Source: an optimization exercise on an open RTL-to-GDS flow (aim: small area). Production flows keep margins and buffers that such runs may drop.
Function was checked by simulation only, so behaviour that the tests miss may differ from the original.
Power is estimated from default activity; no workload was simulated.

Setup of run 1:
## arbiter256
module arbiter256 (
	input enable,
	input [255:0] req,
	output [255:0] grant,
	output reg [7:0] select,
	output reg valid,
	input clock,
	input reset
);
==> flow/config.mk <==
export PLATFORM = sky130hd
export DESIGN_NAME = arbiter256
export DESIGN_NICKNAME = arbiter256
export VERILOG_FILES = /design/flow/design.v
export SDC_FILE = /design/flow/constraint.sdc
export NUM_CORES = 4
export LEC_CHECK = 0
export CAP_MARGIN = 20
export CORE_MARGIN = 2
export CORE_UTILIZATION = 40
export GPL_TIMING_DRIVEN = 1
export SETUP_SLACK_MARGIN = 0.05
export SLEW_MARGIN = 20
export SYNTH_HIERARCHICAL = 1
==> flow/constraint.sdc <==
create_clock -name core_clock -period 3.5 [get_ports {clock}]
set_input_delay 0.7000 -clock core_clock [delete_from_list [all_inputs] [get_ports {clock}]]
set_output_delay 0.7000 -clock core_clock [all_outputs]
set_load 0.01 [all_outputs]
standard.sh (not shown) runs the stock make flow with config.mk's settings and CLKGATE_MAP_FILE= SYNTH_SCRIPT=/design/flow/synth_recipe.tcl, a recipe that flattens the netlist after the stock synthesis.
==> flow/flow/run.sh <==
#!/bin/bash
# The standard layout (standard.sh), with these changes:
#  - after synthesis, every combinational cell is sized down to the
#    smallest cell of its function (flow/downsize.tcl); timing repair
#    sizes up again where needed;
#  - the port buffers are the smallest buffer cell;
#  - repair_design after placement does not use the largest buffers
#    (flow/resize_dont_use.tcl);
#  - clock tree synthesis options from flow/cts_args.txt.
cp standard.sh standard_sh.txt
export POST_SYNTH_TCL="$PWD/flow/downsize.tcl"
export PRE_RESIZE_TCL="$PWD/flow/resize_dont_use.tcl"
export BUFFER_PORTS_ARGS="-buffer_cell sky130_fd_sc_hd__buf_1"
if [[ -f flow/cts_args.txt ]]; then
  export CTS_ARGS="$(cat flow/cts_args.txt)"
fi
bash standard.sh > standard.log 2>&1
Other scripts of this flow, unchanged in this note and not shown: flow/flow/cts_args.txt, flow/flow/downsize.tcl, flow/flow/resize_dont_use.tcl
The inputs of run 2 differ from those of run 1 as listed below.
- a change of CORE_UTILIZATION from 40 to 75
- an added PLACE_DENSITY of 0.9
==> comparison <==
- As the logs show, run 2 stopped at 3_2_place_iop after a tool error, so it never reached the end of the flow.
- Diff run 1..run 2 | post-synthesis cell area | unchanged
- Of run 2 and run 1, it is run 2 that has the lower overall die width.
- Compared to run 1, run 2 has effective utilization at floorplan 36 points higher.
- Between run 1 and run 2, the difference in mean post-synth cell area is negligible.
diff inputs: run 2 => run 3
- changing CORE_UTILIZATION from 75 to 60
- changing PLACE_DENSITY from 0.9 to 0.8
Results
- Having completed the whole flow, run 3 delivered a layout that passed the timing, DRC and antenna checks.
- Comparing run 2 and run 3, starting utilization of the core area is higher on run 2.
- [compare] base=run 2 new=run 3: total number of placement rows shows an increase of 6, synthesized cell count has remained practically unchanged, overall die height increased 11%, synthesized area was more or less identical, net count after synthesis did not really move.

Another version of the RTL of arbiter256 (not shown whole).
Size: ~1,900 cells after synthesis, about 520 I/O pins, roughly 0.015 mm^2 of cells after synthesis.
Settings: LEC_CHECK=0, CAP_MARGIN=20, CORE_MARGIN=2, CORE_UTILIZATION=40, GPL_TIMING_DRIVEN=0, SLEW_MARGIN=20, SYNTH_HIERARCHICAL=1; clock period 3.5 ns.
==> flow/flow/run.sh <==
#!/bin/bash
# The standard layout (standard.sh), with three changes:
#  - after synthesis, every combinational cell is sized down to the
#    smallest cell of its function (flow/downsize.tcl); timing repair
#    sizes up again where needed;
#  - the port buffers are the smallest buffer cell;
#  - clock tree synthesis options from flow/cts_args.txt, if present.
cp standard.sh standard_sh.txt
export POST_SYNTH_TCL="$PWD/flow/downsize.tcl"
export BUFFER_PORTS_ARGS="-buffer_cell sky130_fd_sc_hd__buf_1"
if [[ -f flow/cts_args.txt ]]; then
  export CTS_ARGS="$(cat flow/cts_args.txt)"
fi
bash standard.sh > standard.log 2>&1
==> flow/flow/cts_args.txt <==
-sink_clustering_enable -repair_clock_nets -dont_use_dummy_load -buf_list {sky130_fd_sc_hd__clkbuf_4 sky130_fd_sc_hd__clkbuf_8} -sink_clustering_size 24
==> flow/flow/downsize.tcl <==
# Size every combinational cell from synthesis down to the smallest cell of
# the same function (timing repair later sizes up where timing needs it).
set n 0
foreach inst [get_cells *] {
  set cell [get_property $inst ref_name]
  if {![regexp {^(sky130_fd_sc_hd__([a-z0-9]+))_([0-9]+)$} $cell -> base fn drive]} { continue }
  if {[regexp {^(df|dl|sdf|edf|sedf|clk|buf|conb|tap|fill|decap|diode)} $fn]} { continue }
  set best $cell
  set best_area [get_property [get_lib_cells $cell] area]
  foreach lc [get_lib_cells ${base}_*] {
    set name [get_property $lc name]
    if {![regexp "^${base}_\[0-9\]+\$" $name]} { continue }
    if {[get_property $lc dont_use]} { continue }
    set a [get_property $lc area]
    if {$a < $best_area - 1e-6} { set best $name; set best_area $a }
  }
  if {$best ne $cell} {
    replace_cell $inst $best
    incr n
  }
}
puts "downsize: replaced $n cells"
The baseline ran to the end with no violations.
==> next run, changes <==
==> flow/flow/cts_args.txt (replaced) <==
-sink_clustering_enable -repair_clock_nets -dont_use_dummy_load -buf_list {sky130_fd_sc_hd__clkbuf_16} -sink_clustering_size 30 -sink_clustering_max_diameter 100
Hold slack is better by 0.058 ns.
Global-route usage falls by 0.51 points.
Die area does not change.
Count of clock-buffer cells in the layout is lower by 35.
Via count goes down slightly.
Worst setup slack is better by 0.050 ns.
Utilization came out lower by 0.90 points.
Total power goes down by a few percent.
==> next run, changes <==
==> flow/flow/cts_args.txt (replaced) <==
-sink_clustering_enable -repair_clock_nets -dont_use_dummy_load -buf_list {sky130_fd_sc_hd__clkbuf_8} -sink_clustering_size 16 -sink_clustering_max_diameter 80
Via count is about the same.
Setup slack gets worse by 0.014 ns.
Cell area barely changes.
Cell count is about the same.
Synthesized cell count does not change.
==> next run, changes <==
removed: flow/flow/cts_args.txt
Effect:
- The new run completed without violations
- first-iteration DRC count grows by roughly a tenth
- via count is higher slightly
- clock skew hardly moves
- setup slack gains 0.099 ns
- combinational power hardly moves
- count of clock-buffer cells in the layout goes up by 27
- clock power rises by well over a third
- final cell count climbs slightly
- final area increases by a few percent
- hold slack improves by 0.049 ns

## afterwards: timing with drivers on the ports
The flow's constraints put no driver on any port. The routed layouts listed below were extracted and timed again, unchanged, in two steps. Step 1, drivers: a clkbuf_16 drives clock and a buf_2 each remaining input, both assumed. Step 2 also shifts input and output timing later by t, the mid clock arrival at the registers, as if the neighbouring blocks saw the same clock. a / b / c = ideal / step 1 / step 2; a / b = the first two.
| run | t (ns) | setup WS [ns] | worst setup path after step 2 | slew at the worst register clock pin (ns) | worst slew at a driven data input, ns |
|---|---|---|---|---|---|
| run 1 | 0.591 | 0.116 / 0.066 / 0.531 | input to register | 0.11 / 0.11 | 0.11 |
| run 3 | 0.589 | 0.084 / 0.037 / 0.558 | input to register | 0.11 / 0.11 | 0.12 |
| the first run of note 2 | 0.637 | 0.144 / 0.087 / 0.725 | register to output | 0.06 / 0.06 | 0.13 |
| the second run of note 2 | 0.532 | 0.194 / 0.138 / 0.670 | register to output | 0.12 / 0.12 | 0.16 |
| the third run of note 2 | 0.589 | 0.180 / 0.126 / 0.716 | register to output | 0.11 / 0.11 | 0.14 |
| the fourth run of note 2 | 0.556 | 0.279 / 0.220 / 0.776 | register to output | 0.06 / 0.06 | 0.14 |
After both steps setup and hold are still met in every run listed.
